Context: an optimization exercise on an open-source flow, tuned for small area and a short achievable clock period. The choices shown serve that exercise and are no tape-out recipe.
RTL that was checked went through simulation tests only; none was proved equivalent to the original.
Function not checked in run 1: the RTL went through the layout flow alone.
Power and IR drop assume default switching activity.

## flow/design.v (module list and top-level ports; edited modules follow where they fit)
// module register: 14 lines
// module booth_enc: 18 lines
// module alu: 1079 lines
// module execute: 36 lines
// module simd_alu_top: 62 lines
module simd_alu_top (
    input  logic         clk,
    input  logic         rst,
    input  logic         overwriteFlags,
    input  logic [2:0]   pcWrEn,
    input  logic [2:0]   ExecuteOp,
    input  logic [127:0] vect1,
    input  logic [127:0] vect2,
    output logic [127:0] vectOut,
    output logic         pcWrEnOut
);
  // ...
==> flow/run.sh <==
#!/bin/bash
# synth_recipe.tcl (not shown) runs the flow's synth.tcl, then flattens the netlist and writes it again
# the make line also repeats each setting of config.mk as NAME=value (left out here)
make -C /OpenROAD-flow-scripts/flow DESIGN_CONFIG=/design/flow/config.mk WORK_HOME=/design/flow/orfs CLKGATE_MAP_FILE= SYNTH_SCRIPT=/design/flow/synth_recipe.tcl finish
==> flow/config.mk <==
export PLATFORM = sky130hd
export DESIGN_NAME = simd_alu_top
export DESIGN_NICKNAME = simd_alu_top
export VERILOG_FILES = /design/flow/design.v
export SDC_FILE = /design/flow/constraint.sdc
export NUM_CORES = 4
export LEC_CHECK = 0
export CAP_MARGIN = 20
export CELL_PAD_IN_SITES_DETAIL_PLACEMENT = 2
export CELL_PAD_IN_SITES_GLOBAL_PLACEMENT = 4
export CORE_MARGIN = 2
export CORE_UTILIZATION = 55
export SETUP_SLACK_MARGIN = 5
export SLEW_MARGIN = 20
==> flow/constraint.sdc <==
create_clock -name core_clock -period 12.0 [get_ports {clk}]
set_input_delay 2.4000 -clock core_clock [delete_from_list [all_inputs] [get_ports {clk}]]
set_output_delay 2.4000 -clock core_clock [all_outputs]
set_load 0.01 [all_outputs]
==> out/metrics.yaml, run 1 <==
synthesis:
  ys_ff_latch: 593
  synthFlopType: "dfxtp_1"
  synth_top_family_by_area: "adder cells"
  avgSynthCellArea_sq_um: 9.057
  synth_xor_area_frac: 0.1625
  yosys.area.top_type: "fa_1"
  synth_cell_types: 80
  synth_edf_count: 0
  synth_compound_area_frac: 0.1712
  synthSimpleGateAreaFrac: 0.07262
  async_flop_share: 0.005059
  synth_most_common_cell: "a22oi_1"
  synth_area_leaders: "fa_1 (24%), dfxtp_1 (15%), xnor2_1 (11%)"
  synth_commonest_cells: "a22oi_1 (1,026), xnor2_1 (1,001), fa_1 (924)"
  syn_area_sq_um: 77000
  synth_top_area_frac: 0.2402
  synthMuxAreaShare: 0.06819
  yosys_warnings: 3
  postSynthCellCount: 8501
  synthAdderAreaFrac: 0.2890
  ys_seq_area_frac: 0.1544
  synth_nets: 9990
outcome:
  stop_error: "[ERROR GPL-0301] Utilization 125.953 % exceeds 100%."
  status: "aborted with a tool error"
  lastStage: "global placement without I/O (3_1_place_gp_skip_io)"
floorplanning:
  initial_core_util: 0.5532
  rows: 137
  die_h_um: 378.2
  die_w_um: 378.2
==> module booth_enc, before the edit <==
module booth_enc (
    input  logic [31:0] b,
    input  logic [2:0]  op,
    output logic [15:0] one, two, neg,
    output logic [31:0] bq
);
    wire is_mul = op == 3'd4;
    assign bq = is_mul ? 32'd0 : op == 3'd3 ? ~b : op == 3'd7 ? 32'd4 : b;
    wire [31:0] bm = is_mul ? b : 32'd1;
    wire [32:0] bx = {bm, 1'b0};
    genvar j;
    generate for (j = 0; j < 16; j = j + 1) begin : enc
        wire b1 = bx[2*j+2], b0 = bx[2*j+1], bl = bx[2*j];
        assign one[j] = b0 ^ bl;
        assign two[j] = (b1 & ~b0 & ~bl) | (~b1 & b0 & bl);
        assign neg[j] = b1 & ~(b0 & bl);
    end endgenerate
endmodule
==> module simd_alu_top, before the edit <==
module simd_alu_top (
    input  logic         clk,
    input  logic         rst,
    input  logic         overwriteFlags,
    input  logic [2:0]   pcWrEn,
    input  logic [2:0]   ExecuteOp,
    input  logic [127:0] vect1,
    input  logic [127:0] vect2,
    output logic [127:0] vectOut,
    output logic         pcWrEnOut
);
    logic         ow_q;
    logic         en_mul, en_add, en_xor, en_shr, en_shl, sub, inc;
    logic         selNZ, selZ, selN;
    logic [127:0] vect1_q, vect2_q, vectOut_d, bq_d;
    logic [63:0]  one_d, two_d, neg_d, one_q, two_q, neg_q;
    logic [3:0]   a31_q;
    logic         pend;
    genvar i;
    generate for (i = 0; i < 4; i = i + 1) begin : enc
        booth_enc booth_enc (
            .b(vect2[32*i +: 32]), .op(ExecuteOp),
            .one(one_d[16*i +: 16]), .two(two_d[16*i +: 16]), .neg(neg_d[16*i +: 16]),
            .bq(bq_d[32*i +: 32])
        );
    end endgenerate
    always_ff @(posedge clk) begin
        ow_q    <= overwriteFlags;
        en_mul  <= ExecuteOp == 3'd4;
        en_add  <= ExecuteOp == 3'd2 || ExecuteOp == 3'd3 || ExecuteOp == 3'd7;
        en_xor  <= ExecuteOp == 3'd1;
        en_shr  <= ExecuteOp == 3'd5;
        en_shl  <= ExecuteOp == 3'd6;
        sub     <= ExecuteOp == 3'd3;
        inc     <= ExecuteOp == 3'd7;
        selNZ   <= pcWrEn == 3'b100;
        selZ    <= pcWrEn == 3'b010;
        selN    <= pcWrEn == 3'b001;
        vect1_q <= vect1;
        vect2_q <= bq_d;
        one_q   <= one_d;
        two_q   <= two_d;
        neg_q   <= neg_d;
        vectOut <= vectOut_d;
        a31_q   <= {vect1_q[127], vect1_q[95], vect1_q[63], vect1_q[31]};
    end
    always_ff @(posedge clk or posedge rst) begin
        if (rst) pend <= 1'b0;
        else     pend <= ow_q;
    end
    execute execute_stage (
        .clk(clk), .reset(rst),
        .en_mul(en_mul), .en_add(en_add), .en_xor(en_xor),
        .en_shr(en_shr), .en_shl(en_shl), .sub(sub), .inc(inc),
        .vect1(vect1_q), .vect2(vect2_q),
        .one(one_q), .two(two_q), .neg(neg_q),
        .vectOut_d(vectOut_d),
        .vectOut_q(vectOut), .a31_q(a31_q), .pend(pend),
        .selNZ(selNZ), .selZ(selZ), .selN(selN),
        .pcWrEnOut(pcWrEnOut)
    );
endmodule
==> run 2, diff against run 1 <==
--- a/flow/design.v
+++ b/flow/design.v
@@ -9,39 +9,36 @@
 );
     always_ff @(posedge clk or posedge reset) begin
         if (reset)       dataOut <= '0;
         else if (enable) dataOut <= dataIn;
     end
 endmodule
 module booth_enc (
     input  logic [31:0] b,
-    input  logic [2:0]  op,
-    output logic [15:0] one, two, neg,
-    output logic [31:0] bq
+    input  logic        is_mul,
+    output logic [15:0] one, two, neg
 );
-    wire is_mul = op == 3'd4;
-    assign bq = is_mul ? 32'd0 : op == 3'd3 ? ~b : op == 3'd7 ? 32'd4 : b;
     wire [31:0] bm = is_mul ? b : 32'd1;
     wire [32:0] bx = {bm, 1'b0};
     genvar j;
     generate for (j = 0; j < 16; j = j + 1) begin : enc
         wire b1 = bx[2*j+2], b0 = bx[2*j+1], bl = bx[2*j];
         assign one[j] = b0 ^ bl;
         assign two[j] = (b1 & ~b0 & ~bl) | (~b1 & b0 & bl);
         assign neg[j] = b1 & ~(b0 & bl);
     end endgenerate
 endmodule
 module alu (
     input  logic [31:0] a, b,
     input  logic [15:0] one, two, neg,
     input  logic en_mul, en_add, en_xor, en_shr, en_shl, sub, inc,
     output logic [31:0] result
 );
-    wire [31:0] bb = b;
+    wire [31:0] bb = inc ? 32'd4 : ({32{en_add}} & (b ^ {32{sub}}));
     wire cin = sub;
     wire [32:0] ax = {a, 1'b0};
     wire [31:0] pp0 = (({32{one[0]}} & ax[32:1]) | ({32{two[0]}} & ax[31:0])) ^ {32{neg[0]}};
     wire [29:0] pp1 = (({30{one[1]}} & ax[30:1]) | ({30{two[1]}} & ax[29:0])) ^ {30{neg[1]}};
     wire [27:0] pp2 = (({28{one[2]}} & ax[28:1]) | ({28{two[2]}} & ax[27:0])) ^ {28{neg[2]}};
     wire [25:0] pp3 = (({26{one[3]}} & ax[26:1]) | ({26{two[3]}} & ax[25:0])) ^ {26{neg[3]}};
     wire [23:0] pp4 = (({24{one[4]}} & ax[24:1]) | ({24{two[4]}} & ax[23:0])) ^ {24{neg[4]}};
     wire [21:0] pp5 = (({22{one[5]}} & ax[22:1]) | ({22{two[5]}} & ax[21:0])) ^ {22{neg[5]}};
@@ -52,44 +49,44 @@
     wire [11:0] pp10 = (({12{one[10]}} & ax[12:1]) | ({12{two[10]}} & ax[11:0])) ^ {12{neg[10]}};
     wire [9:0] pp11 = (({10{one[11]}} & ax[10:1]) | ({10{two[11]}} & ax[9:0])) ^ {10{neg[11]}};
     wire [7:0] pp12 = (({8{one[12]}} & ax[8:1]) | ({8{two[12]}} & ax[7:0])) ^ {8{neg[12]}};
     wire [5:0] pp13 = (({6{one[13]}} & ax[6:1]) | ({6{two[13]}} & ax[5:0])) ^ {6{neg[13]}};
     wire [3:0] pp14 = (({4{one[14]}} & ax[4:1]) | ({4{two[14]}} & ax[3:0])) ^ {4{neg[14]}};
     wire [1:0] pp15 = (({2{one[15]}} & ax[2:1]) | ({2{two[15]}} & ax[1:0])) ^ {2{neg[15]}};
     logic [31:0] ms, mc;
     wire fs0, fc0;
-    assign fs0 = bb[0] ^ cin ^ neg[0];
-    assign fc0 = (bb[0] & cin) | (neg[0] & (bb[0] | cin));
+    assign fs0 = neg[0] ^ bb[0] ^ cin;
+    assign fc0 = (neg[0] & bb[0]) | (cin & (neg[0] | bb[0]));
     assign ms[0] = pp0[0];
     assign mc[0] = fs0;
     wire hs1, hc1;
-    assign hs1 = bb[1] ^ fc0;
-    assign hc1 = bb[1] & fc0;
-    assign ms[1] = pp0[1];
+    assign hs1 = bb[1] ^ pp0[1];
+    assign hc1 = bb[1] & pp0[1];
+    assign ms[1] = fc0;
     assign mc[1] = hs1;
     wire fs2, fc2;
-    assign fs2 = bb[2] ^ neg[1] ^ pp0[2];
-    assign fc2 = (bb[2] & neg[1]) | (pp0[2] & (bb[2] | neg[1]));
+    assign fs2 = neg[1] ^ bb[2] ^ pp0[2];
+    assign fc2 = (neg[1] & bb[2]) | (pp0[2] & (neg[1] | bb[2]));
     wire hs3, hc3;
     assign hs3 = pp1[0] ^ hc1;
     assign hc3 = pp1[0] & hc1;
     assign ms[2] = fs2;
     assign mc[2] = hs3;
     wire fs4, fc4;
     assign fs4 = bb[3] ^ pp0[3] ^ pp1[1];
     assign fc4 = (bb[3] & pp0[3]) | (pp1[1] & (bb[3] | pp0[3]));
     wire hs5, hc5;
     assign hs5 = fc2 ^ fs4;
     assign hc5 = fc2 & fs4;
     assign ms[3] = hc3;
     assign mc[3] = hs5;
     wire fs6, fc6;
-    assign fs6 = bb[4] ^ neg[2] ^ pp0[4];
-    assign fc6 = (bb[4] & neg[2]) | (pp0[4] & (bb[4] | neg[2]));
+    assign fs6 = neg[2] ^ bb[4] ^ pp0[4];
+    assign fc6 = (neg[2] & bb[4]) | (pp0[4] & (neg[2] | bb[4]));
     wire fs7, fc7;
     assign fs7 = pp1[2] ^ pp2[0] ^ fc4;
     assign fc7 = (pp1[2] & pp2[0]) | (fc4 & (pp1[2] | pp2[0]));
     wire hs8, hc8;
     assign hs8 = fs6 ^ hc5;
     assign hc8 = fs6 & hc5;
     assign ms[4] = fs7;
     assign mc[4] = hs8;
@@ -100,18 +97,18 @@
     assign fs10 = pp2[1] ^ fc6 ^ fs9;
     assign fc10 = (pp2[1] & fc6) | (fs9 & (pp2[1] | fc6));
     wire hs11, hc11;
     assign hs11 = fc7 ^ fs10;
     assign hc11 = fc7 & fs10;
     assign ms[5] = hc8;
     assign mc[5] = hs11;
     wire fs12, fc12;
-    assign fs12 = bb[6] ^ neg[3] ^ pp0[6];
-    assign fc12 = (bb[6] & neg[3]) | (pp0[6] & (bb[6] | neg[3]));
+    assign fs12 = neg[3] ^ bb[6] ^ pp0[6];
+    assign fc12 = (neg[3] & bb[6]) | (pp0[6] & (neg[3] | bb[6]));
     wire fs13, fc13;
     assign fs13 = pp1[4] ^ pp2[2] ^ pp3[0];
     assign fc13 = (pp1[4] & pp2[2]) | (pp3[0] & (pp1[4] | pp2[2]));
     wire fs14, fc14;
     assign fs14 = fc9 ^ fs12 ^ fs13;
     assign fc14 = (fc9 & fs12) | (fs13 & (fc9 | fs12));
     wire hs15, hc15;
     assign hs15 = fc10 ^ fs14;
@@ -128,18 +125,18 @@
     assign fs18 = fc13 ^ fs16 ^ fc14;
     assign fc18 = (fc13 & fs16) | (fc14 & (fc13 | fs16));
     wire hs19, hc19;
     assign hs19 = fs17 ^ hc15;
     assign hc19 = fs17 & hc15;
     assign ms[7] = fs18;
     assign mc[7] = hs19;
     wire fs20, fc20;
-    assign fs20 = bb[8] ^ neg[4] ^ pp0[8];
-    assign fc20 = (bb[8] & neg[4]) | (pp0[8] & (bb[8] | neg[4]));
+    assign fs20 = neg[4] ^ bb[8] ^ pp0[8];
+    assign fc20 = (neg[4] & bb[8]) | (pp0[8] & (neg[4] | bb[8]));
     wire fs21, fc21;
     assign fs21 = pp1[6] ^ pp2[4] ^ pp3[2];
     assign fc21 = (pp1[6] & pp2[4]) | (pp3[2] & (pp1[6] | pp2[4]));
     wire fs22, fc22;
     assign fs22 = pp4[0] ^ fc16 ^ fs20;
     assign fc22 = (pp4[0] & fc16) | (fs20 & (pp4[0] | fc16));
     wire fs23, fc23;
     assign fs23 = fs21 ^ fc17 ^ fs22;
@@ -162,18 +159,18 @@
     assign fs28 = fs26 ^ fc22 ^ fs27;
     assign fc28 = (fs26 & fc22) | (fs27 & (fs26 | fc22));
     wire hs29, hc29;
     assign hs29 = fc23 ^ fs28;
     assign hc29 = fc23 & fs28;
     assign ms[9] = hc24;
     assign mc[9] = hs29;
     wire fs30, fc30;
-    assign fs30 = bb[10] ^ neg[5] ^ pp0[10];
-    assign fc30 = (bb[10] & neg[5]) | (pp0[10] & (bb[10] | neg[5]));
+    assign fs30 = neg[5] ^ bb[10] ^ pp0[10];
+    assign fc30 = (neg[5] & bb[10]) | (pp0[10] & (neg[5] | bb[10]));
     wire fs31, fc31;
     assign fs31 = pp1[8] ^ pp2[6] ^ pp3[4];
     assign fc31 = (pp1[8] & pp2[6]) | (pp3[4] & (pp1[8] | pp2[6]));
     wire fs32, fc32;
     assign fs32 = pp4[2] ^ pp5[0] ^ fc25;
     assign fc32 = (pp4[2] & pp5[0]) | (fc25 & (pp4[2] | pp5[0]));
     wire fs33, fc33;
     assign fs33 = fc26 ^ fs30 ^ fs31;
@@ -202,18 +199,18 @@
     assign fs40 = fc33 ^ fs38 ^ fs39;
     assign fc40 = (fc33 & fs38) | (fs39 & (fc33 | fs38));
     wire hs41, hc41;
     assign hs41 = fc34 ^ hc35;
     assign hc41 = fc34 & hc35;
     assign ms[11] = fs40;
     assign mc[11] = hs41;
     wire fs42, fc42;
-    assign fs42 = bb[12] ^ neg[6] ^ pp0[12];
-    assign fc42 = (bb[12] & neg[6]) | (pp0[12] & (bb[12] | neg[6]));
+    assign fs42 = neg[6] ^ bb[12] ^ pp0[12];
+    assign fc42 = (neg[6] & bb[12]) | (pp0[12] & (neg[6] | bb[12]));
     wire fs43, fc43;
     assign fs43 = pp1[10] ^ pp2[8] ^ pp3[6];
     assign fc43 = (pp1[10] & pp2[8]) | (pp3[6] & (pp1[10] | pp2[8]));
     wire fs44, fc44;
     assign fs44 = pp4[4] ^ pp5[2] ^ pp6[0];
     assign fc44 = (pp4[4] & pp5[2]) | (pp6[0] & (pp4[4] | pp5[2]));
     wire fs45, fc45;
     assign fs45 = fc36 ^ fc37 ^ fs42;
@@ -248,18 +245,18 @@
     assign fs54 = fs52 ^ fc46 ^ fs53;
     assign fc54 = (fs52 & fc46) | (fs53 & (fs52 | fc46));
     wire hs55, hc55;
     assign hs55 = fc47 ^ fs54;
     assign hc55 = fc47 & fs54;
     assign ms[13] = hc48;
     assign mc[13] = hs55;
     wire fs56, fc56;
-    assign fs56 = bb[14] ^ neg[7] ^ pp0[14];
-    assign fc56 = (bb[14] & neg[7]) | (pp0[14] & (bb[14] | neg[7]));
+    assign fs56 = neg[7] ^ bb[14] ^ pp0[14];
+    assign fc56 = (neg[7] & bb[14]) | (pp0[14] & (neg[7] | bb[14]));
     wire fs57, fc57;
     assign fs57 = pp1[12] ^ pp2[10] ^ pp3[8];
     assign fc57 = (pp1[12] & pp2[10]) | (pp3[8] & (pp1[12] | pp2[10]));
     wire fs58, fc58;
     assign fs58 = pp4[6] ^ pp5[4] ^ pp6[2];
     assign fc58 = (pp4[6] & pp5[4]) | (pp6[2] & (pp4[6] | pp5[4]));
     wire fs59, fc59;
     assign fs59 = pp7[0] ^ fc49 ^ fc50;
@@ -300,18 +297,18 @@
     assign fs70 = fs68 ^ fc61 ^ fs69;
     assign fc70 = (fs68 & fc61) | (fs69 & (fs68 | fc61));
     wire hs71, hc71;
     assign hs71 = fc62 ^ fs70;
     assign hc71 = fc62 & fs70;
     assign ms[15] = hc63;
     assign mc[15] = hs71;
     wire fs72, fc72;
-    assign fs72 = bb[16] ^ neg[8] ^ pp0[16];
-    assign fc72 = (bb[16] & neg[8]) | (pp0[16] & (bb[16] | neg[8]));
+    assign fs72 = neg[8] ^ bb[16] ^ pp0[16];
+    assign fc72 = (neg[8] & bb[16]) | (pp0[16] & (neg[8] | bb[16]));
     wire fs73, fc73;
     assign fs73 = pp1[14] ^ pp2[12] ^ pp3[10];
     assign fc73 = (pp1[14] & pp2[12]) | (pp3[10] & (pp1[14] | pp2[12]));
     wire fs74, fc74;
     assign fs74 = pp4[8] ^ pp5[6] ^ pp6[4];
     assign fc74 = (pp4[8] & pp5[6]) | (pp6[4] & (pp4[8] | pp5[6]));
     wire fs75, fc75;
     assign fs75 = pp7[2] ^ pp8[0] ^ fc64;
@@ -358,18 +355,18 @@
     assign fs88 = fc78 ^ fs86 ^ fs87;
     assign fc88 = (fc78 & fs86) | (fs87 & (fc78 | fs86));
     wire hs89, hc89;
     assign hs89 = fc79 ^ fs88;
     assign hc89 = fc79 & fs88;
     assign ms[17] = hc80;
     assign mc[17] = hs89;
     wire fs90, fc90;
-    assign fs90 = bb[18] ^ neg[9] ^ pp0[18];
-    assign fc90 = (bb[18] & neg[9]) | (pp0[18] & (bb[18] | neg[9]));
+    assign fs90 = neg[9] ^ bb[18] ^ pp0[18];
+    assign fc90 = (neg[9] & bb[18]) | (pp0[18] & (neg[9] | bb[18]));
     wire fs91, fc91;
     assign fs91 = pp1[16] ^ pp2[14] ^ pp3[12];
     assign fc91 = (pp1[16] & pp2[14]) | (pp3[12] & (pp1[16] | pp2[14]));
     wire fs92, fc92;
     assign fs92 = pp4[10] ^ pp5[8] ^ pp6[6];
     assign fc92 = (pp4[10] & pp5[8]) | (pp6[6] & (pp4[10] | pp5[8]));
     wire fs93, fc93;
     assign fs93 = pp7[4] ^ pp8[2] ^ pp9[0];
@@ -422,18 +419,18 @@
     assign fs108 = fs106 ^ fc97 ^ fs107;
     assign fc108 = (fs106 & fc97) | (fs107 & (fs106 | fc97));
     wire hs109, hc109;
     assign hs109 = fc98 ^ fs108;
     assign hc109 = fc98 & fs108;
     assign ms[19] = hc99;
     assign mc[19] = hs109;
     wire fs110, fc110;
-    assign fs110 = bb[20] ^ neg[10] ^ pp0[20];
-    assign fc110 = (bb[20] & neg[10]) | (pp0[20] & (bb[20] | neg[10]));
+    assign fs110 = neg[10] ^ bb[20] ^ pp0[20];
+    assign fc110 = (neg[10] & bb[20]) | (pp0[20] & (neg[10] | bb[20]));
     wire fs111, fc111;
     assign fs111 = pp10[0] ^ pp1[18] ^ pp2[16];
     assign fc111 = (pp10[0] & pp1[18]) | (pp2[16] & (pp10[0] | pp1[18]));
     wire fs112, fc112;
     assign fs112 = pp3[14] ^ pp4[12] ^ pp5[10];
     assign fc112 = (pp3[14] & pp4[12]) | (pp5[10] & (pp3[14] | pp4[12]));
     wire fs113, fc113;
     assign fs113 = pp6[8] ^ pp7[6] ^ pp8[4];
@@ -492,18 +489,18 @@
     assign fs130 = fs128 ^ fc118 ^ fs129;
     assign fc130 = (fs128 & fc118) | (fs129 & (fs128 | fc118));
     wire hs131, hc131;
     assign hs131 = fc119 ^ fs130;
     assign hc131 = fc119 & fs130;
     assign ms[21] = hc120;
     assign mc[21] = hs131;
     wire fs132, fc132;
-    assign fs132 = bb[22] ^ neg[11] ^ pp0[22];
-    assign fc132 = (bb[22] & neg[11]) | (pp0[22] & (bb[22] | neg[11]));
+    assign fs132 = neg[11] ^ bb[22] ^ pp0[22];
+    assign fc132 = (neg[11] & bb[22]) | (pp0[22] & (neg[11] | bb[22]));
     wire fs133, fc133;
     assign fs133 = pp10[2] ^ pp11[0] ^ pp1[20];
     assign fc133 = (pp10[2] & pp11[0]) | (pp1[20] & (pp10[2] | pp11[0]));
     wire fs134, fc134;
     assign fs134 = pp2[18] ^ pp3[16] ^ pp4[14];
     assign fc134 = (pp2[18] & pp3[16]) | (pp4[14] & (pp2[18] | pp3[16]));
     wire fs135, fc135;
     assign fs135 = pp5[12] ^ pp6[10] ^ pp7[8];
@@ -568,18 +565,18 @@
     assign fs154 = fs152 ^ fc141 ^ fs153;
     assign fc154 = (fs152 & fc141) | (fs153 & (fs152 | fc141));
     wire hs155, hc155;
     assign hs155 = fc142 ^ fs154;
     assign hc155 = fc142 & fs154;
     assign ms[23] = hc143;
     assign mc[23] = hs155;
     wire fs156, fc156;
-    assign fs156 = bb[24] ^ neg[12] ^ pp0[24];
-    assign fc156 = (bb[24] & neg[12]) | (pp0[24] & (bb[24] | neg[12]));
+    assign fs156 = neg[12] ^ bb[24] ^ pp0[24];
+    assign fc156 = (neg[12] & bb[24]) | (pp0[24] & (neg[12] | bb[24]));
     wire fs157, fc157;
     assign fs157 = pp10[4] ^ pp11[2] ^ pp12[0];
     assign fc157 = (pp10[4] & pp11[2]) | (pp12[0] & (pp10[4] | pp11[2]));
     wire fs158, fc158;
     assign fs158 = pp1[22] ^ pp2[20] ^ pp3[18];
     assign fc158 = (pp1[22] & pp2[20]) | (pp3[18] & (pp1[22] | pp2[20]));
     wire fs159, fc159;
     assign fs159 = pp4[16] ^ pp5[14] ^ pp6[12];
@@ -650,18 +647,18 @@
     assign fs180 = fc166 ^ fs178 ^ fs179;
     assign fc180 = (fc166 & fs178) | (fs179 & (fc166 | fs178));
     wire hs181, hc181;
     assign hs181 = fc167 ^ fs180;
     assign hc181 = fc167 & fs180;
     assign ms[25] = hc168;
     assign mc[25] = hs181;
     wire fs182, fc182;
-    assign fs182 = bb[26] ^ neg[13] ^ pp0[26];
-    assign fc182 = (bb[26] & neg[13]) | (pp0[26] & (bb[26] | neg[13]));
+    assign fs182 = neg[13] ^ bb[26] ^ pp0[26];
+    assign fc182 = (neg[13] & bb[26]) | (pp0[26] & (neg[13] | bb[26]));
     wire fs183, fc183;
     assign fs183 = pp10[6] ^ pp11[4] ^ pp12[2];
     assign fc183 = (pp10[6] & pp11[4]) | (pp12[2] & (pp10[6] | pp11[4]));
     wire fs184, fc184;
     assign fs184 = pp13[0] ^ pp1[24] ^ pp2[22];
     assign fc184 = (pp13[0] & pp1[24]) | (pp2[22] & (pp13[0] | pp1[24]));
     wire fs185, fc185;
     assign fs185 = pp3[20] ^ pp4[18] ^ pp5[16];
@@ -738,18 +735,18 @@
     assign fs208 = fs206 ^ fc193 ^ fs207;
     assign fc208 = (fs206 & fc193) | (fs207 & (fs206 | fc193));
     wire hs209, hc209;
     assign hs209 = fc194 ^ fs208;
     assign hc209 = fc194 & fs208;
     assign ms[27] = hc195;
     assign mc[27] = hs209;
     wire fs210, fc210;
-    assign fs210 = bb[28] ^ neg[14] ^ pp0[28];
-    assign fc210 = (bb[28] & neg[14]) | (pp0[28] & (bb[28] | neg[14]));
+    assign fs210 = neg[14] ^ bb[28] ^ pp0[28];
+    assign fc210 = (neg[14] & bb[28]) | (pp0[28] & (neg[14] | bb[28]));
     wire fs211, fc211;
     assign fs211 = pp10[8] ^ pp11[6] ^ pp12[4];
     assign fc211 = (pp10[8] & pp11[6]) | (pp12[4] & (pp10[8] | pp11[6]));
     wire fs212, fc212;
     assign fs212 = pp13[2] ^ pp14[0] ^ pp1[26];
     assign fc212 = (pp13[2] & pp14[0]) | (pp1[26] & (pp13[2] | pp14[0]));
     wire fs213, fc213;
     assign fs213 = pp2[24] ^ pp3[22] ^ pp4[20];
@@ -832,18 +829,18 @@
     assign fs238 = fs236 ^ fc222 ^ fs237;
     assign fc238 = (fs236 & fc222) | (fs237 & (fs236 | fc222));
     wire hs239, hc239;
     assign hs239 = fc223 ^ fs238;
     assign hc239 = fc223 & fs238;
     assign ms[29] = hc224;
     assign mc[29] = hs239;
     wire fs240, fc240;
-    assign fs240 = bb[30] ^ neg[15] ^ pp0[30];
-    assign fc240 = (bb[30] & neg[15]) | (pp0[30] & (bb[30] | neg[15]));
+    assign fs240 = neg[15] ^ bb[30] ^ pp0[30];
+    assign fc240 = (neg[15] & bb[30]) | (pp0[30] & (neg[15] | bb[30]));
     wire fs241, fc241;
     assign fs241 = pp10[10] ^ pp11[8] ^ pp12[6];
     assign fc241 = (pp10[10] & pp11[8]) | (pp12[6] & (pp10[10] | pp11[8]));
     wire fs242, fc242;
     assign fs242 = pp13[4] ^ pp14[2] ^ pp15[0];
     assign fc242 = (pp13[4] & pp14[2]) | (pp15[0] & (pp13[4] | pp14[2]));
     wire fs243, fc243;
     assign fs243 = pp1[28] ^ pp2[26] ^ pp3[24];
@@ -1154,42 +1151,41 @@
     input  logic [127:0] vect1,
     input  logic [127:0] vect2,
     output logic [127:0] vectOut,
     output logic         pcWrEnOut
 );
     logic         ow_q;
     logic         en_mul, en_add, en_xor, en_shr, en_shl, sub, inc;
     logic         selNZ, selZ, selN;
-    logic [127:0] vect1_q, vect2_q, vectOut_d, bq_d;
+    logic [127:0] vect1_q, vect2_q, vectOut_d;
     logic [63:0]  one_d, two_d, neg_d, one_q, two_q, neg_q;
     logic [3:0]   a31_q;
     logic         pend;
     genvar i;
     generate for (i = 0; i < 4; i = i + 1) begin : enc
         booth_enc booth_enc (
-            .b(vect2[32*i +: 32]), .op(ExecuteOp),
-            .one(one_d[16*i +: 16]), .two(two_d[16*i +: 16]), .neg(neg_d[16*i +: 16]),
-            .bq(bq_d[32*i +: 32])
+            .b(vect2[32*i +: 32]), .is_mul(ExecuteOp == 3'd4),
+            .one(one_d[16*i +: 16]), .two(two_d[16*i +: 16]), .neg(neg_d[16*i +: 16])
         );
     end endgenerate
     always_ff @(posedge clk) begin
         ow_q    <= overwriteFlags;
         en_mul  <= ExecuteOp == 3'd4;
         en_add  <= ExecuteOp == 3'd2 || ExecuteOp == 3'd3 || ExecuteOp == 3'd7;
         en_xor  <= ExecuteOp == 3'd1;
         en_shr  <= ExecuteOp == 3'd5;
         en_shl  <= ExecuteOp == 3'd6;
         sub     <= ExecuteOp == 3'd3;
         inc     <= ExecuteOp == 3'd7;
         selNZ   <= pcWrEn == 3'b100;
         selZ    <= pcWrEn == 3'b010;
         selN    <= pcWrEn == 3'b001;
         vect1_q <= vect1;
-        vect2_q <= bq_d;
+        vect2_q <= vect2;
         one_q   <= one_d;
         two_q   <= two_d;
         neg_q   <= neg_d;
         vectOut <= vectOut_d;
         a31_q   <= {vect1_q[127], vect1_q[95], vect1_q[63], vect1_q[31]};
     end
     always_ff @(posedge clk or posedge rst) begin
         if (rst) pend <= 1'b0;
==> flow/config.mk (replaced) <==
export PLATFORM = sky130hd
export DESIGN_NAME = simd_alu_top
export DESIGN_NICKNAME = simd_alu_top
export VERILOG_FILES = /design/flow/design.v
export SDC_FILE = /design/flow/constraint.sdc
export NUM_CORES = 4
export LEC_CHECK = 0
export CAP_MARGIN = 20
export CELL_PAD_IN_SITES_DETAIL_PLACEMENT = 2
export CELL_PAD_IN_SITES_GLOBAL_PLACEMENT = 4
export CORE_MARGIN = 2
export CORE_UTILIZATION = 30
export SETUP_SLACK_MARGIN = 5
export SLEW_MARGIN = 20
==> out/metrics.yaml, run 2 <==
synthesis:
  synth_commonest_cells: "a22oi_1 (1,030), xnor2_1 (940), fa_1 (924)"
  ys_ff_latch: 594  # +0.17%
  postSynthCellCount: 8121  # -4.5%
  synthFlopType: "dfxtp_1"
  synth_edf_count: 0  # unchanged
  synth_area_leaders: "fa_1 (24%), dfxtp_1 (16%), xnor2_1 (11%)"
  avgSynthCellArea_sq_um: 9.312  # +2.8%
  synth_nets: 9610  # -3.8%
  synth_cell_types: 69  # -14%
  syn_area_sq_um: 75620  # -1.8%
  synth_most_common_cell: "a22oi_1"
  yosys_warnings: 3  # unchanged
  ys_seq_area_frac: 0.1574  # +0.003069
  yosys.area.top_type: "fa_1"
  synth_top_area_frac: 0.2446  # +0.004364
  async_flop_share: 0.005051  # -0.000008517
worst_hold_path:
  hold_path_end: "pend"
  hold_depth: 0
  hp-start: "ow_q"
  hold_path.class: "flip-flop to flip-flop"
place:
  dpl_cell_area_sq_um: 82430
  pre_cts_slack_ps: 4244
  gp_congestion: 0.8515
  io_buffers: 393
  dpl.hpwl_um: 281400
floorplanning:
  initial_core_util: 0.3014  # -0.2518
  rows: 184  # +34%
  num_io_pins: 394
  die_w_um: 506.1  # +34%
  die_area_sq_um: 256100
  die_h_um: 506.1  # +34%
  coreArea_sq_um: 250900
clocking:
  numCtsBuffers: 85
  hold_buffers: 0
  clk_pin_slew_ps: 60
  cts_max_path_buffers: 3
  root_buffer: "clkbuf_16"
  htreeDepth: 3
  clk_latency_ps: 780
  cts_tree: "done"
  cts_sinks: 594
cells_and_area:
  final-seq-area_sq_um: 12020
  fin_area_sq_um: 85740
  fill_cells: 27340
  layout_commonest_cell: "a22oi_1"
  final_cell_mix: "a22oi_1 (1,030), xnor2_1 (940), fa_1 (924)"
  top_regs: "vect1_q (128), vect2_q (128), vectOut (128)"
  finish.utilization: 0.3417
  nets: 9511
  multi_input_area_sq_um: 58040
  layout-drive-gt1-share: 0.07453
  syn_to_final_growth_pct: 13.37
timing:
  clock.fmax_mhz: 144.3
  layout_min_cycle_time_ps: 6932
  setup_viol: 0
  hold_violations: 0
  relSlewSlack: 0.2585
  worst_pin_slew_ps: 1111
  setup_tns_ps: 0
  slew_viol_final: 0
  final.setup.worst_slack_ps: 5068
  rsz0062_at_grt: "false"
  post-route-period-util: 0.5777
  clock-skew-final_ps: 39.47
power_and_ir_drop:
  p_sw_mw: 8.589
  combPwrFrac: 0.684
  p_int_mw: 8.927
  p_seq_frac: 0.156
  p_sw_frac: 0.4904
  irDropWorstVdd_uv: 201.8
  leakage_nw: 33.52
  powerDensity_nw_per_um2: 204.3
  pwr-share-clk: 0.161
setup_path:
  slowest_delay_ps: 710
  worstPathRequired_ps: 9600
  reg2regPathDepth: 18
  r2r_start: "one_q[34]"
  r2r_slack_ps: 5190
  arrival_ps: 4530
  critPathSlowestCell: "nor4_1"
  path_class: "flip-flop to output pin"
  crit_chain: "nor4_1 > nand4_1 > nor2_2 > o22ai_1 > o32a_1 > a221o_1 > clkdlybuf4s50_1"
  endpoint_kind: "output pin"
  r2r_end: "vectOut[95]"
  startpoint_type: "flip-flop"
  cp_max_fo: 2
detailed_routing:
  first_pass_iters: 8
  antenna_left: 0
  vias: 64590
  drt_iter0_drc: 5184
  vias_per_cell: 5.640
  wire_per_inst_um: 34.91
  drc: 0
  wirelength_um: 399800
global_route:
  grt.total_usage: 0.3062
  grt_pass1_wl_um: 564000
  grt_start_max_net_pins: 81
  antenna_found_initial: 9
  grt_pass1_vias: 72020
  grt_overflow: 0
outcome:
  status: "complete, no violations"
run:
  drv_cap: 0
==> run 2: cell types whose count changed after synthesis, moves of 20 or more <==
cell and delta:
a211oi_1 +32, buf_1 +27, clkbuf_1 -20, inv_1 -110
mux2_2 -132, mux2i_1 +27, nand2_1 -118, nand3b_1 +56
nor2_1 -146, o211ai_1 +20, o21ai_0 -127, or3b_2 +55
xnor2_1 -61, xor2_1 +191
==> run 2: power by group through the flow <==
stage / sequential, mW / clock [mW] / combinational, mW
2_1_floorplan: 2.55 / 0 / 7.73
3_3_place_gp: 2.77 / 0 / 11.8
3_5_place_dp: 2.76 / 0 / 12.0
4_1_cts: 2.72 / 2.91 / 12.1
5_1_grt: 2.74 / 2.98 / 13.2
6_report: 2.72 / 2.82 / 12.0
==> run 2: routing by layer <==
layer	vias to the layer above	GRT usage	share of wire
met3	529	0.03416	0.048
met1	34830	0.4112	0.44
met5	-	0	0
met4	0	0.1113	0.038
li1	27190	-	-
met2	2040	0.5062	0.47
==> run 2: cell type report <==
type / count / area share
clock inverters: 46 / 0.008202
repair buffers: 618 / 0.06631
flip-flops and latches: 594 / 0.1402
inverters: 717 / 0.03154
well taps: 3348 / 0.04886
clock buffers: 110 / 0.02754
diodes: 12 / 0.0003502
multi-input cells: 6006 / 0.6770
==> run 2: how the worst max path moves through the flow <==
stage	from	endpoint	slack, ps	cells after the start
6_report	vectOut[0]	pcWrEnOut	5070	7
3_5_place_dp	en_add	vectOut[63]	4240	19
4_1_cts	en_add	vectOut[125]	5010	20
3_3_place_gp	en_add	vectOut[63]	4350	19
5_1_grt	vect1_q[102]	vectOut[125]	5000	20
2_1_floorplan	sub	vectOut[125]	5150	23
==> run 2: per-stage QoR <==
stage,power [mW],hold slack [ps],instances
2_1_floorplan,10.28,316.3,8121
3_3_place_gp,14.56,325.8,11270
3_5_place_dp,14.76,329.8,11270
4_1_cts,17.75,365.1,11430
5_1_grt,18.95,384.3,11440
6_report,17.52,364.5,11450
==> run 2: timing repair <==
item / in CTS / in global routing
gates cloned: 2 / 0
pin swaps: 0 / 0
resized for setup: 12 / 21
buffers inserted: 3 / 7
endpoints found under the setup margin: 36 / 12
==> run 2: worst max-delay path, delay by kind of cell, from the launching register on <==
kind                   cells  cell delay, ps
AOI/OAI and AO/OA          3            1390
and+or+nand+nor            3            1510
DFF                        1             360
buffers and inverters      1             490
==> run 2: kinds of logic after synthesis <==
kind of cell,share of synthesized area
AOI/OAI and AO/OA,0.1680
xor gates and xnor gates,0.1806
adders and majority gates,0.2942
buffers and inverters,0.07611
DFF,0.1574
muxes,0.05036
and+or+nand+nor,0.07328
==> run 3, diff against run 2 <==
==> flow/flow/run.sh (new file) <==
#!/bin/bash
# Standard layout, with one netlist clean-up between synthesis and floorplan:
# flow/fixinv.py removes the inverters that Yosys's full-adder extraction
# leaves between full adders (a full adder is self-dual, so flipping the
# polarity of some adders cancels them). Registers are not touched.
# Every port is buffered as in the standard flow, with the library's smallest
# buffer (buf_1) rather than buffer_ports' default pick.
set -euo pipefail
RES=orfs/results/$FLOW_PLATFORM/simd_alu_top/base
bash standard.sh synth > synth.log 2>&1
python3 flow/fixinv.py $RES/1_2_yosys.v $RES/1_2_yosys.fixinv.v > fixinv.log 2>&1
cp $RES/1_2_yosys.v $RES/1_2_yosys.orig.v
mv $RES/1_2_yosys.fixinv.v $RES/1_2_yosys.v
rm -f $RES/1_synth.odb $RES/1_synth.sdc
bash standard.sh "BUFFER_PORTS_ARGS=-buffer_cell sky130_fd_sc_hd__buf_1" finish > layout.log 2>&1
==> flow/flow/fixinv.py (new file) <==
#!/usr/bin/env python3
"""Removes inverters between full adders in a flat sky130 netlist written by Yosys.

A full adder is self-dual: FA(~a, ~b, ~c) = (~cout, ~sum). Each fa cell may
therefore be "flipped" (its outputs then carry the complements of their
values, and its inputs must be fed complemented) without changing the
circuit. This picks flips greedily to minimise the number of nets that need
an inverted copy, then rewrites the netlist with one inverter per such net.

usage: fixinv.py IN.v OUT.v"""
import re
import sys

INV = re.compile(r"sky130_fd_sc_hd__(clk)?inv_\d+$")
FA = re.compile(r"sky130_fd_sc_hd__fa_\d+$")
OUT_PINS = {"X", "Y", "Q", "Q_N", "SUM", "COUT", "HI", "LO"}

src = open(sys.argv[1]).read()
m = re.search(r"^module\s+(\S+)\s*\((.*?)\);", src, re.S | re.M)
head_end = src.index(";", m.end() - 1) + 1
end = src.rindex("endmodule")
body = re.sub(r"\(\*.*?\*\)", "", src[head_end:end], flags=re.S)

# split the body into statements
stmts = [s.strip() for s in re.split(r";\s*\n", body) if s.strip()]
cells = []          # [type, name, [(pin, net)]]
others = []         # declarations and assigns, kept verbatim
ports_out = set()
cell_re = re.compile(r"^(sky130_fd_sc_hd__\w+)\s+(\S+)\s*\((.*)\)\s*$", re.S)
pin_re = re.compile(r"\.(\w+)\(\s*((?:\\\S+\s)|[^()]*?)\s*\)")
for s in stmts:
    s2 = s.rstrip(";").strip()
    cm = cell_re.match(s2)
    if cm:
        pins = [(p, n.strip()) for p, n in pin_re.findall(cm.group(3))]
        cells.append([cm.group(1), cm.group(2), pins])
    else:
        others.append(s2)
        om = re.match(r"output\s+(?:\[(\d+):(\d+)\]\s+)?(\S+)", s2)
        if om:
            if om.group(1):
                hi, lo = int(om.group(1)), int(om.group(2))
                for i in range(min(hi, lo), max(hi, lo) + 1):
                    ports_out.add(f"{om.group(3)}[{i}]")
            else:
                ports_out.add(om.group(3))
# nets used by assign statements count as fixed loads/drivers: keep them untouched
assign_nets = set()
for s in others:
    if s.startswith("assign"):
        for tok in re.findall(r"\\\S+|[A-Za-z_][\w$]*(?:\[\d+\])?", s[6:]):
            assign_nets.add(tok)

# inverters we may remove: output not a port and not used by an assign
inv_of = {}
removable = set()
for i, (t, name, pins) in enumerate(cells):
    if INV.match(t):
        d = dict(pins)
        y, a = d.get("Y"), d.get("A")
        if y and a and y not in ports_out and y not in assign_nets and a not in assign_nets:
            inv_of[y] = a
            removable.add(i)

def lit(net):
    pol = 0
    seen = 0
    while net in inv_of and seen < 100:
        net = inv_of[net]
        pol ^= 1
        seen += 1
    return net, pol

driver_fa = {}      # base net -> fa cell index
fa_ids = []
for i, (t, name, pins) in enumerate(cells):
    if FA.match(t):
        fa_ids.append(i)
        for p, n in pins:
            if p in ("SUM", "COUT"):
                driver_fa[n] = i

# loads: (cell index, pin, base, pol)
loads = []
for i, (t, name, pins) in enumerate(cells):
    if i in removable:
        continue
    for p, n in pins:
        if p in OUT_PINS:
            continue
        b, pol = lit(n)
        loads.append((i, p, b, pol))

x = {i: 0 for i in fa_ids}
loads_by_net = {}
for k, (i, p, b, pol) in enumerate(loads):
    loads_by_net.setdefault(b, []).append(k)
nets_of_fa = {i: set() for i in fa_ids}
for k, (i, p, b, pol) in enumerate(loads):
    if i in x:
        nets_of_fa[i].add(b)
for b, i in driver_fa.items():
    nets_of_fa[i].add(b)

def need_inv(k):
    i, p, b, pol = loads[k]
    par = pol ^ x.get(driver_fa.get(b, -1), 0)
    if i in x:
        par ^= x[i]
    return par

def net_cost(b):
    return 1 if any(need_inv(k) for k in loads_by_net.get(b, ())) else 0

def total():
    return sum(net_cost(b) for b in loads_by_net)

before = total()
improved = True
rounds = 0
while improved and rounds < 50:
    improved = False
    rounds += 1
    for f in fa_ids:
        nets = nets_of_fa[f]
        c0 = sum(net_cost(b) for b in nets)
        x[f] ^= 1
        c1 = sum(net_cost(b) for b in nets)
        if c1 < c0:
            improved = True
        else:
            x[f] ^= 1
after = total()

# rewrite
new_inv = {}
out_cells = []
for i, (t, name, pins) in enumerate(cells):
    if i in removable:
        continue
    newpins = []
    for p, n in pins:
        if p in OUT_PINS:
            newpins.append((p, n))
            continue
        b, pol = lit(n)
        par = pol ^ x.get(driver_fa.get(b, -1), 0)
        if i in x:
            par ^= x[i]
        if par:
            if b not in new_inv:
                new_inv[b] = f"fixinv_n{len(new_inv)}"
            newpins.append((p, new_inv[b]))
        else:
            newpins.append((p, b))
    out_cells.append((t, name, newpins))

lines = [src[:head_end]]
for s in others:
    lines.append("  " + s + " ;")
for b, nn in new_inv.items():
    lines.append(f"  wire {nn};")
for t, name, pins in out_cells:
    ps = ",\n".join(f"    .{p}({n}{' ' if n.startswith(chr(92)) else ''})" for p, n in pins)
    lines.append(f"  {t} {name} (\n{ps}\n  );")
for k, (b, nn) in enumerate(new_inv.items()):
    bb = b + (" " if b.startswith("\\") else "")
    lines.append(f"  sky130_fd_sc_hd__inv_1 fixinv_{k} (\n    .A({bb}),\n    .Y({nn})\n  );")
lines.append("endmodule")
open(sys.argv[2], "w").write("\n".join(lines) + "\n")
sys.stderr.write(f"fixinv: {len(fa_ids)} full adders, {sum(x.values())} flipped; "
                 f"{len(removable)} inverters removed, {len(new_inv)} inserted "
                 f"(nets needing inversion {before} -> {after})\n")
==> flow/standard.sh (new file) <==
#!/bin/bash
# synth_recipe.tcl (not shown) runs the flow's synth.tcl, then flattens the netlist and writes it again
# the make line also repeats each setting of config.mk as NAME=value (left out here)
make -C /OpenROAD-flow-scripts/flow DESIGN_CONFIG=/design/flow/config.mk WORK_HOME=/design/flow/orfs CLKGATE_MAP_FILE= SYNTH_SCRIPT=/design/flow/synth_recipe.tcl "${@:-finish}"
removed: flow/run.sh
==> out/metrics.yaml, run 3 <==
timing:
  slew_viol_final: 0  # unchanged
  worst_pin_slew_ps: 1057  # -53.45 ps
  rsz0062_at_grt: "true"
  worst_hold_slack_ps: 341.5  # -23.01 ps
  clock.fmax_mhz: 144.9  # +0.48%
  setup_viol: 0  # unchanged
  relSlewSlack: 0.2877  # +0.02920
  hold_violations: 0  # unchanged
  clock-skew-final_ps: 36.47  # -2.999 ps
  setup_tns_ps: 0  # unchanged
  final.setup.worst_slack_ps: 5101  # +33.14 ps
  layout_min_cycle_time_ps: 6899  # -33.14 ps
  post-route-period-util: 0.5749  # -0.002762
synthesis:
  yosys_warnings: 3  # unchanged
  syn_area_sq_um: 74630  # -1.3%
  synth_nets: 9346  # -2.7%
  avgSynthCellArea_sq_um: 9.499  # +2.0%
  postSynthCellCount: 7857  # -3.3%
floorplanning:
  die_w_um: 502.8  # -0.65%
  rows: 183  # -0.54%
  coreArea_sq_um: 248000  # -1.2%
  initial_core_util: 0.3010  # -0.0003910
  die_area_sq_um: 252800  # -1.3%
  die_h_um: 502.8  # -0.65%
  num_io_pins: 394  # unchanged
power_and_ir_drop:
  p_sw_mw: 8.468  # -1.4%
  pwr-share-clk: 0.152  # -0.009
  combPwrFrac: 0.686  # +0.002
  irDropWorstVdd_uv: 187.4  # -7.1%
  powerDensity_nw_per_um2: 206.3  # +0.99%
  p_sw_frac: 0.5005  # +0.01014
  finalPower_mw: 16.92  # -3.4%
  leakage_nw: 31.42  # -6.3%
  p_seq_frac: 0.161  # +0.005
  p_int_mw: 8.451  # -5.3%
worst_hold_path:
  hold_path_end: "pend"
  hp-start: "ow_q"
  hold_depth: 0  # unchanged
  hold_path.class: "flip-flop to flip-flop"
clocking:
  clk_pin_slew_ps: 60  # about the same
  cts_sinks: 594  # unchanged
  cts_tree: "done"
  root_buffer: "clkbuf_16"
  cts_max_path_buffers: 3  # unchanged
  numCtsBuffers: 83  # -2.4%
  htreeDepth: 3  # unchanged
  clk_latency_ps: 770  # about the same
place:
  dpl.hpwl_um: 276700  # -1.7%
  dp_cells: 10980  # -2.5%
  pre_cts_slack_ps: 4599  # +354.5 ps
  dpl_cell_area_sq_um: 78930  # -4.2%
  gp_congestion: 0.8395  # -1.4%
  io_buffers: 393  # unchanged
cells_and_area:
  nets: 9253  # -2.7%
  final_cell_mix: "a22oi_1 (1,030), xnor2_1 (940), fa_1 (924)"
  finish.utilization: 0.3307  # -0.01099
  layout_commonest_cell: "a22oi_1"
  top_regs: "vect1_q (128), vect2_q (128), vectOut (128)"
  layout-drive-gt1-share: 0.07510  # +0.0005685
  final_cells: 11170  # -2.5%
  fin_area_sq_um: 82000  # -4.4%
  syn_to_final_growth_pct: 9.870
setup_path:
  startpoint_type: "flip-flop"
  r2r_start: "en_add"
  endpoint_kind: "flip-flop"
  arrival_ps: 7540  # +3010 ps
  cp_max_fo: 26  # +24
  path_class: "flip-flop to flip-flop"
  reg2regPathDepth: 20  # +2
  r2r_end: "vectOut[125]"
  r2r_slack_ps: 5100  # -90 ps
  worstPathRequired_ps: 12640  # +3040 ps
detailed_routing:
  drc: 0  # unchanged
  vias_per_cell: 5.653  # +0.23%
  first_pass_iters: 12  # +4
  wirelength_um: 389300  # -2.6%
  drt_iter0_drc: 4718  # -9.0%
  wire_per_inst_um: 34.87  # -0.12%
  vias: 63120  # -2.3%
  antenna_left: 0  # unchanged
run:
  drv_cap: 0  # unchanged
global_route:
  antenna_found_initial: 23  # +14
  grt_start_max_net_pins: 77  # -4.9%
  grt_pass1_vias: 70550  # -2.0%
  grt_pass1_wl_um: 549200  # -2.6%
  grt_overflow: 0  # unchanged
  grt.total_usage: 0.3032  # -0.002981
outcome:
  status: "complete, no violations"
-- run 3: cell types whose count changed in the layout (fill, tap and decap cells not counted), sizes merged, moves of 3 or more --
cell and change:
inv -264, buf +402, clkinvlp +3, bufinv -5
clkbuf -4, diode -7, clkdlybuf4s50 -393
-- run 3: area by class of cell --
type                            instances  area [sq um]
Antenna cell                            5         12.51
Sequential cell                       594         12030
Multi-Input combinational cell       6004         58000
Fill cell                           27140        166000
Timing Repair Buffer                  628          3319
Clock inverter                         46         533.0
Clock buffer                          105          2220
Tap cell                             3330          4167
Inverter                              453          1720
-- run 3: how the worst max path moves through the flow --
stage                     slack, ps           end    from
after floorplan                5150  vectOut[125]     sub
after global placement         4740  vectOut[125]  en_add
after detailed placement       4600  vectOut[125]  en_add
after CTS                      4910  vectOut[125]  en_add
after global routing           4860  vectOut[125]  en_add
final                          5100  vectOut[125]  en_add
-- run 3: what timing repair did --
action                                  in CTS  in global routing
gates resized for setup                      1                 29
cloned                                       0                  1
pin swaps                                    0                  0
endpoints found under the setup margin       7                 24
hold buffers                                 0                  0
buffers inserted                             1                 23
-- run 3: power by group through the flow --
stage / clock, mW / sequential, mW / combinational [mW]
3_5_place_dp: 0 / 2.77 / 11.6
2_1_floorplan: 0 / 2.55 / 7.69
5_1_grt: 2.73 / 2.75 / 12.8
4_1_cts: 2.66 / 2.73 / 11.7
3_3_place_gp: 0 / 2.77 / 11.5
6_report: 2.58 / 2.73 / 11.6
-- run 3: per-layer routing --
layer,vias up,global-route usage,part of all wire
li1,26660,-,-
met1,33970,0.4092,0.45
met2,1955,0.5038,0.47
met3,532,0.03144,0.042
met4,4,0.1023,0.038
met5,-,0,0.000062
-- run 3: critical path, cell delays in order (launching register included) --
cell,delay [ps]
dfxtp_2,460
nor2b_4,330
clkbuf_16,390
nand2_1,140
fa_1,560
inv_1,60
fa_1,450
fa_1,450
fa_1,560
fa_1,420
ha_1,300
ha_1,320
and2_4,180
a221o_1,310
a221o_1,330
and3_1,180
a221o_1,320
o41ai_4,350
nor2b_1,100
or3_1,320
a31o_1,220

[static timing again, ports no longer ideal]
The results above use ideal ports. As a check the final layouts listed here were re-extracted and re-timed, cells and wires unchanged. Step 1 assumes that a clkbuf_16 drives the clock port and a buf_2 every other input. Step 2 also shifts input and output timing later by t, the mid clock arrival at the registers, as if the neighbouring blocks saw the same clock. Slacks: no drivers / after step 1 / after step 2; pairs: no drivers / after step 1.
run | shift t [ns] | setup WS [ns] | clock arrival spread, ns
run 2 | 0.873 | 5.068 / 4.964 / 5.194 | 0.053 / 0.053
run 3 | 0.858 | 5.101 / 5.101 / 5.101 | 0.050 / 0.050
After both steps every run listed still meets setup and hold.
